From an optimization exercise on the open Yosys and OpenROAD flow, aimed at small area, a short achievable clock period and few clock cycles; shortcuts taken in it are not production practice. The RTL was checked by simulation tests, not by an equivalence proof against the original design.

<file path="design.v">
module dct_top(data_in, clk, rst, dct_en, approx_en, data_out, dct_done);
parameter SIZE = 8, APPROX_BITS_ST1 = 6, APPROX_BITS_ST2 = 8, SIZE_MULT = SIZE+6, SIZE_OUT = SIZE+2, SIZE_FINAL = SIZE+4;
input [8*SIZE-1:0] data_in;
input clk, rst, dct_en;
input [1:0] approx_en;
output [64*(SIZE_FINAL-1)-1:0] data_out;
output dct_done;
	reg  [3:0] phase;      
	reg  [3:0] nrows;      
	reg  [2:0] row;        
	reg  [1:0] apx;
	wire       pulse = dct_en & ~nrows[3];
	always @(posedge clk) begin
		apx <= approx_en;
		if (rst) begin
			phase <= 4'd0;
			nrows <= 4'd0;
			row   <= 3'd0;
		end else begin
			if (pulse) begin
				phase <= 4'd1;
				row   <= nrows[2:0];
				nrows <= nrows + 4'd1;
			end else if (phase != 4'd0 && phase != 4'd8)
				phase <= phase + 4'd1;
			else
				phase <= 4'd0;
		end
	end
	reg [63:0] xa;
	reg        va;
	reg [2:0]  ta, ra;
	always @(posedge clk) begin
		xa <= data_in;
		va <= ~rst & (phase != 4'd0);
		ta <= phase[2:0] - 3'd1;
		ra <= row;
	end
	wire [9:0] y1;
	dctn_pass1 p1 (.x(xa), .j(ta), .apx(apx[0]), .y(y1));
	reg [9:0] yb;
	reg       vb;
	reg [2:0] tb, rb;
	reg       done_r;
	always @(posedge clk) begin
		yb <= y1;
		vb <= ~rst & va;
		tb <= ta;
		rb <= ra;
		done_r <= ~rst & va & (ta == 3'd7) & (ra == 3'd7);
	end
	assign dct_done = done_r;
	wire [8*18-1:0] add2;
	dctn_pass2 p2 (.y(yb), .r(rb), .apx(apx[1]), .addend(add2));
	genvar gi, gp;
	generate
		for (gi = 0; gi < 8; gi = gi + 1) begin : g_ring
			reg  [8*18-1:0] rg;
			wire [17:0] base = (rb == 3'd0) ? 18'd0 : rg[7*18 +: 18];
			wire [17:0] nxt  = base + add2[18*gi +: 18];
			always @(posedge clk) begin
				if (vb) rg <= {rg[0 +: 7*18], nxt};
			end
			for (gp = 0; gp < 8; gp = gp + 1) begin : g_out
				assign data_out[11*(8*gi+gp) +: 11] = rg[18*(7-gp) + 7 +: 11];
			end
		end
	endgenerate
endmodule
module dctn_coef(input [2:0] j, input [2:0] k, output reg [2:0] c, output reg s);
	always @* begin
		c = 3'd0; s = 1'b0;
		case (j)
			3'd0: begin c = 3'd0; s = 1'b0; end
			3'd1: begin case (k) 3'd0,3'd7: c = 3'd1; 3'd1,3'd6: c = 3'd3; 3'd2,3'd5: c = 3'd4; default: c = 3'd6; endcase
			            s = (k >= 3'd4); end
			3'd2: begin case (k) 3'd0,3'd3,3'd4,3'd7: c = 3'd2; default: c = 3'd5; endcase
			            s = (k >= 3'd2) & (k <= 3'd5); end
			3'd3: begin case (k) 3'd0,3'd7: c = 3'd3; 3'd1,3'd6: c = 3'd6; 3'd2,3'd5: c = 3'd1; default: c = 3'd4; endcase
			            s = (k == 3'd1) | (k == 3'd2) | (k == 3'd3) | (k == 3'd7); end
			3'd4: begin c = 3'd0; s = (k == 3'd1) | (k == 3'd2) | (k == 3'd5) | (k == 3'd6); end
			3'd5: begin case (k) 3'd0,3'd7: c = 3'd4; 3'd1,3'd6: c = 3'd1; 3'd2,3'd5: c = 3'd6; default: c = 3'd3; endcase
			            s = (k == 3'd1) | (k == 3'd4) | (k == 3'd5) | (k == 3'd7); end
			3'd6: begin case (k) 3'd0,3'd3,3'd4,3'd7: c = 3'd5; default: c = 3'd2; endcase
			            s = (k == 3'd1) | (k == 3'd3) | (k == 3'd4) | (k == 3'd6); end
			default: begin case (k) 3'd0,3'd7: c = 3'd6; 3'd1,3'd6: c = 3'd4; 3'd2,3'd5: c = 3'd3; default: c = 3'd1; endcase
			            s = k[0]; end
		endcase
	end
endmodule
module dctn_mult #(parameter W = 8, A = 6, OW = 20)(
	input  [W-1:0] x,
	input  [2:0]   c,
	input          apx,
	output signed [OW-1:0] m);
	wire signed [OW-1:0] X = {{(OW-W){x[W-1]}}, x};
	wire signed [OW-1:0] H = apx ? ~((1 << A) - 1) : {OW{1'b1}};   
	reg  signed [OW-1:0] a, b, e, f, ci;
	always @* begin
		a = 0; b = 0; e = 0; f = 0; ci = 0;
		case (c)
			3'd0: begin a = X & H; b = X <<< 2; e = (X <<< 3) & H; f = (X <<< 5) & H;
			            ci = apx ? ((x[A-1] + x[A-2] + x[A-3]) << A) : 0; end
			3'd1: begin a = X <<< 6; end
			3'd2: begin a = (X <<< 6) & H; b = ~(X <<< 2); ci = apx ? (((X <<< 6) >> (A-1)) & 1) << A : 1; end
			3'd3: begin a = (X <<< 6) & H; b = ~(X <<< 3); ci = apx ? (((X <<< 6) >> (A-1)) & 1) << A : 1; end
			3'd4: begin a = (X <<< 2) & H; b = X <<< 5; ci = apx ? (((X <<< 2) >> (A-1)) & 1) << A : 0; end
			3'd5: begin a = (X <<< 3) & H; b = X <<< 4; ci = apx ? (((X <<< 3) >> (A-1)) & 1) << A : 0; end
			default: begin a = (X <<< 2) & H; b = X <<< 3; ci = apx ? (((X <<< 2) >> (A-1)) & 1) << A : 0; end
		endcase
	end
	assign m = a + b + e + f + ci;
endmodule
module dctn_pass1(input [63:0] x, input [2:0] j, input apx, output [9:0] y);
	wire signed [18:0] t [0:7];
	genvar k;
	generate
		for (k = 0; k < 8; k = k + 1) begin : g_k
			wire [2:0] c; wire s;
			dctn_coef cf (.j(j), .k(k[2:0]), .c(c), .s(s));
			wire signed [18:0] m;
			dctn_mult #(.W(8), .A(6), .OW(19)) mu (.x(x[8*k +: 8]), .c(c), .apx(apx), .m(m));
			wire signed [18:0] op = s ? ~m : m;
			wire [5:0] L = op[5:0];
			wire [2:0] lk = (k == 0) ? (L[1] + L[2] + L[3] + L[4] + L[5]) :
			                (k == 3 || k == 4 || k == 6) ? {2'b0, L[5]} : 3'd0;
			assign t[k] = apx ? ((op & ~19'sd63) + ({16'd0, lk} << 6)) : (op + s);
		end
	endgenerate
	wire signed [18:0] sum = t[0] + t[1] + t[2] + t[3] + t[4] + t[5] + t[6] + t[7];
	assign y = sum[16:7];
endmodule
module dctn_pass2(input [9:0] y, input [2:0] r, input apx, output [8*18-1:0] addend);
	genvar i;
	generate
		for (i = 0; i < 8; i = i + 1) begin : g_i
			wire [2:0] c; wire s;
			dctn_coef cf (.j(i[2:0]), .k(r), .c(c), .s(s));
			wire signed [19:0] m;
			dctn_mult #(.W(10), .A(8), .OW(20)) mu (.x(y), .c(c), .apx(apx), .m(m));
			wire signed [19:0] op = s ? ~m : m;
			wire [7:0] L = op[7:0];
			wire [2:0] lk = (r == 3'd0) ? (L[3] + L[4] + L[5] + L[6] + L[7]) :
			                (r == 3'd3 || r == 3'd4 || r == 3'd6) ? {2'b0, L[7]} : 3'd0;
			wire b7 = (r == 3'd1) & L[7];
			wire signed [19:0] t = apx ? ((op & ~20'sd255) + ({17'd0, lk} << 8) + ({19'd0, b7} << 7)) : (op + s);
			assign addend[18*i +: 18] = t[17:0];
		end
	endgenerate
endmodule
</file>
<file path="run.sh">
#!/bin/bash
# synth_recipe.tcl (not shown) runs the flow's synth.tcl, then flattens the netlist and writes it again
# the make line also repeats each setting of config.mk as NAME=value (left out here)
make -C /OpenROAD-flow-scripts/flow DESIGN_CONFIG=/design/flow/config.mk WORK_HOME=/design/flow/orfs CLKGATE_MAP_FILE= SYNTH_SCRIPT=/design/flow/synth_recipe.tcl finish
</file>
<file path="config.mk">
export PLATFORM = sky130hd
export DESIGN_NAME = dct_top
export DESIGN_NICKNAME = dct_top
export VERILOG_FILES = /design/flow/design.v
export SDC_FILE = /design/flow/constraint.sdc
export NUM_CORES = 8
export LEC_CHECK = 0
export CAP_MARGIN = 20
export CORE_MARGIN = 2
export CORE_UTILIZATION = 45
export SLEW_MARGIN = 20
</file>
<file path="constraint.sdc">
create_clock -name core_clock -period 15.0 [get_ports {clk}]
set_input_delay 3.0000 -clock core_clock [delete_from_list [all_inputs] [get_ports {clk}]]
set_output_delay 3.0000 -clock core_clock [all_outputs]
set_load 0.01 [all_outputs]
</file>
==> run_results.csv <==
group,metric,value,unit
sta,slew_violations,0,
clock_network,clockRootBuffer,"clkbuf_16",
clock_network,ctsResizeCount,0,
clock_network,cts_tree,"yes",
detailed_routing,num_vias,58490,
floorplan,die_h,448.0,um
floorplan,initial_core_util,45.41,%
clock_network,ctsHoldBuffers,0,
floorplan,rows,162,
setup_path,reg2reg_to,"yb[9]",
clock_network,cts.path.max_buffers,3,
yosys,ys.flop_type,"edfxtp_1",
yosys,ys_async_sr_fraction,0,%
setup_path,endpoint,"yb[9]",
floorplan,dieArea,200700,um^2
setup_path,path_class,"reg -> reg",
yosys,yosys_warnings,5,
clock_network,htree_levels,4,
yosys,yosysSeqAreaShare,41.22,%
final_layout,drive_above_1_share,4.522,%
yosys,synthCells,8152,
clock_network,numCtsBuffers,142,
sta,holdWs,0.3529,ns
grt,grt_overflow,0,
yosys,synth_top_area_cell,"edfxtp_1",
placed_design,numPortBuffers,773,
setup_path,crit_start,"ta[1]",
yosys,synth_cell_types,103,
setup_path,path_delay_family,"adder cells",
grt,grt_use_total,21.90,%
setup_path,setup.worst_path.start_class,"register",
setup_path,path_buf_inv,3,
final_layout,diodes,0,
clock_network,post_cts_buffers,0,
setup_path,cp.arrival,11.84,ns
detailed_routing,drtIter0Drc,4348,
final_layout,final_area,99140,um^2
run,drv_cap,0,
sta,skew,0.06518,ns
detailed_routing,viasPerCell,5.326,
yosys,netlist_area,88730,um^2
setup_path,reg2reg_from,"ta[1]",
setup_path,path_common_cell,"xnor2_1",
yosys,synth_top_cell_area_share,38.99,%
detailed_routing,wirelength,226.1,mm
sta,finalHoldViolations,0,
yosys,ys_seq_elements,1251,
detailed_routing,ant_nets,0,
detailed_routing,firstDrtPassIters,6,
yosys,synth-edff-count,1152,
status,status,"timing/DRC/antenna clean",
sta,slew_headroom,23.19,%
worst_hold_path,hold_class,"reg -> reg",
setup_path,cp.depth,35,
setup_path,end_kind,"register",
detailed_routing,drcViolationCount,0,
grt,grt_pass1_wl,340.8,mm
sta,min_period_over_period,74.64,%
floorplan,die_x,448.0,um
placed_design,gp_congestion,0.8898,
setup_path,cp.required,15.65,ns
grt,grt_pass1_vias,57240,
sta,grt_setup_unrepaired,"no",
placed_design,dp_cells,10720,
setup_path,reg2reg_depth,35,
floorplan,io_pins,774,
sta,setup_viol,0,
setup_path,max_stage_delay,0.57,ns
placed_design,place_area,94350,um^2
clock_network,clk_pin_slew,0.06,ns
yosys,synth_area_leaders,"edfxtp_1, ha_1, fa_1, buf_4, xnor2_1",
floorplan,core-area,195400,um^2
setup_path,rrSetupSlack,3.80,ns
setup_path,cp_slowest_cell,"dfxtp_4",
clock_network,cts_sinks,1251,
yosys,syn_avg_cell_area,10.88,um^2
sta,period_needed,11.20,ns
grt,grt_max_degree,201,
final_layout,nNetsFinal,9492,
placed_design,dp_hpwl,170.4,mm
grt,antenna_found_initial,1,
sta,worst_pin_slew,1.148,ns
setup_path,cp_max_fo,59,
final_layout,syn_to_final_growth,11.74,%
sta,timing.setup.tns,0,ns
sta,fmax,89.32,MHz
clock_network,clk_latency,0.82,ns
detailed_routing,routedWlPerCell,20.59,um
final_layout,final_cells,10980,
[sequential cells by signal (all words and copies together) (netlist names)]
signal / flops
va: 1
g_ring.rg: 1152
rb: 3
vb: 1
phase: 4
done_r: 1
apx: 2
ta: 3
xa: 64
nrows: 4
yb: 10
ra: 3
row: 3
[layout make-up]
class | instances | area [um^2]
clock buffer | 176 | 3722
fill | 17410 | 96250
clock inverter | 86 | 1041
timing repair buffer | 849 | 8378
tap | 2624 | 3283
multi-input combinational | 5459 | 44100
sequential | 1251 | 36600
inverter | 538 | 2019
[stage by stage]
| stage | setup WS, ns | utilization, % |
|---|---|---|
| detailed placement | 3.853 | 48.29 |
| global route | 3.062 | 50.74 |
| global placement | 3.962 | 48.29 |
| floorplan | 0.2919 | - |
| finish | 3.804 | 50.74 |
| CTS | 3.805 | 50.72 |
[layer usage]
metal / part of all wire (%) / global-route usage, %
met5: 0 / 0
met4: 2.8 / 6.531
met3: 6.2 / 3.948
met2: 47 / 35.93
met1: 44 / 29.56
[cells in the mapped netlist (31+ instances only)]
cell type	count
o21ai_0	338
nand3_1	113
fa_1	438
a21oi_1	414
dfxtp_1	99
nand2_1	592
and3_1	54
edfxtp_1	1152
clkbuf_1	237
buf_1	43
ha_1	744
o22ai_1	56
nor2b_1	217
a211oi_1	44
and2_1	56
o211ai_1	31
inv_1	526
nor3_1	106
buf_4	706
o21a_1	49
mux2i_1	37
a31oi_1	53
a21o_1	85
or3_1	38
nand2b_1	81
xnor2_1	578
nor2_1	535
xor2_1	201
[kinds of logic after synthesis]
family | Yosys count | share of synthesized area, %
and+or+nand+nor | 1949 | 10.50
muxes | 51 | 0.7220
DFF | 1251 | 41.22
AOI/OAI and AO/OA | 1389 | 9.788
xor gates and xnor gates | 785 | 7.828
other | 2 | 0.008464
buffers and inverters | 1543 | 9.562
adders and majority gates | 1182 | 20.37
[worst min-delay path by stage]
stage,from,endpoint,cells after the start
after floorplan,row[0],ra[0],0
after global placement,ra[2],rb[2],0
after detailed placement,row[1],ra[1],0
after CTS,ra[2],rb[2],0
after global routing,ra[2],rb[2],0
final,ra[2],rb[2],0
[cells in the final DEF (no fill, tap or decap), drive strengths merged, types with 64 or more instances in the layout]
master         count
edfxtp          1152
clkdlybuf4s50    773
xor2             201
xnor2            580
conb             103
nor2             539
clkbuf           176
buf               76
nand3            113
nor3             107
nor2b            217
dfxtp             99
a21oi            415
o21ai            360
a21o              85
ha               744
nand2            592
clkinv            64
nand2b            81
inv              541
fa               438
Testbench counts, summed over its fixed seeds: cycles 6,532.

## re-timing with driven ports
The results above use ideal ports. As a check the final layout listed here was re-extracted and re-timed, cells and wires unchanged.
Step 1 assumes that a clkbuf_16 drives the clock port and a buf_2 every other input.
Step 2, shift: input delay + t, output delay - t, t = (earliest + latest rising clock arrival at the registers) / 2. This alone moves slack from input paths to output paths.
a / b / c = ideal / step 1 / step 2; a / b = the first two.
t (ns): 0.873
setup WS [ns]: 3.804 / 3.804 / 3.804
worst setup path at the end: register to register
clock arrival spread, ns: 0.065 / 0.065
worst data-port slew with drivers (ns): 0.09
After both steps this run still meets setup and hold. For this run, drivers alone change the setup slack by 0.000 ns; drivers and shift together by 0.000 ns.
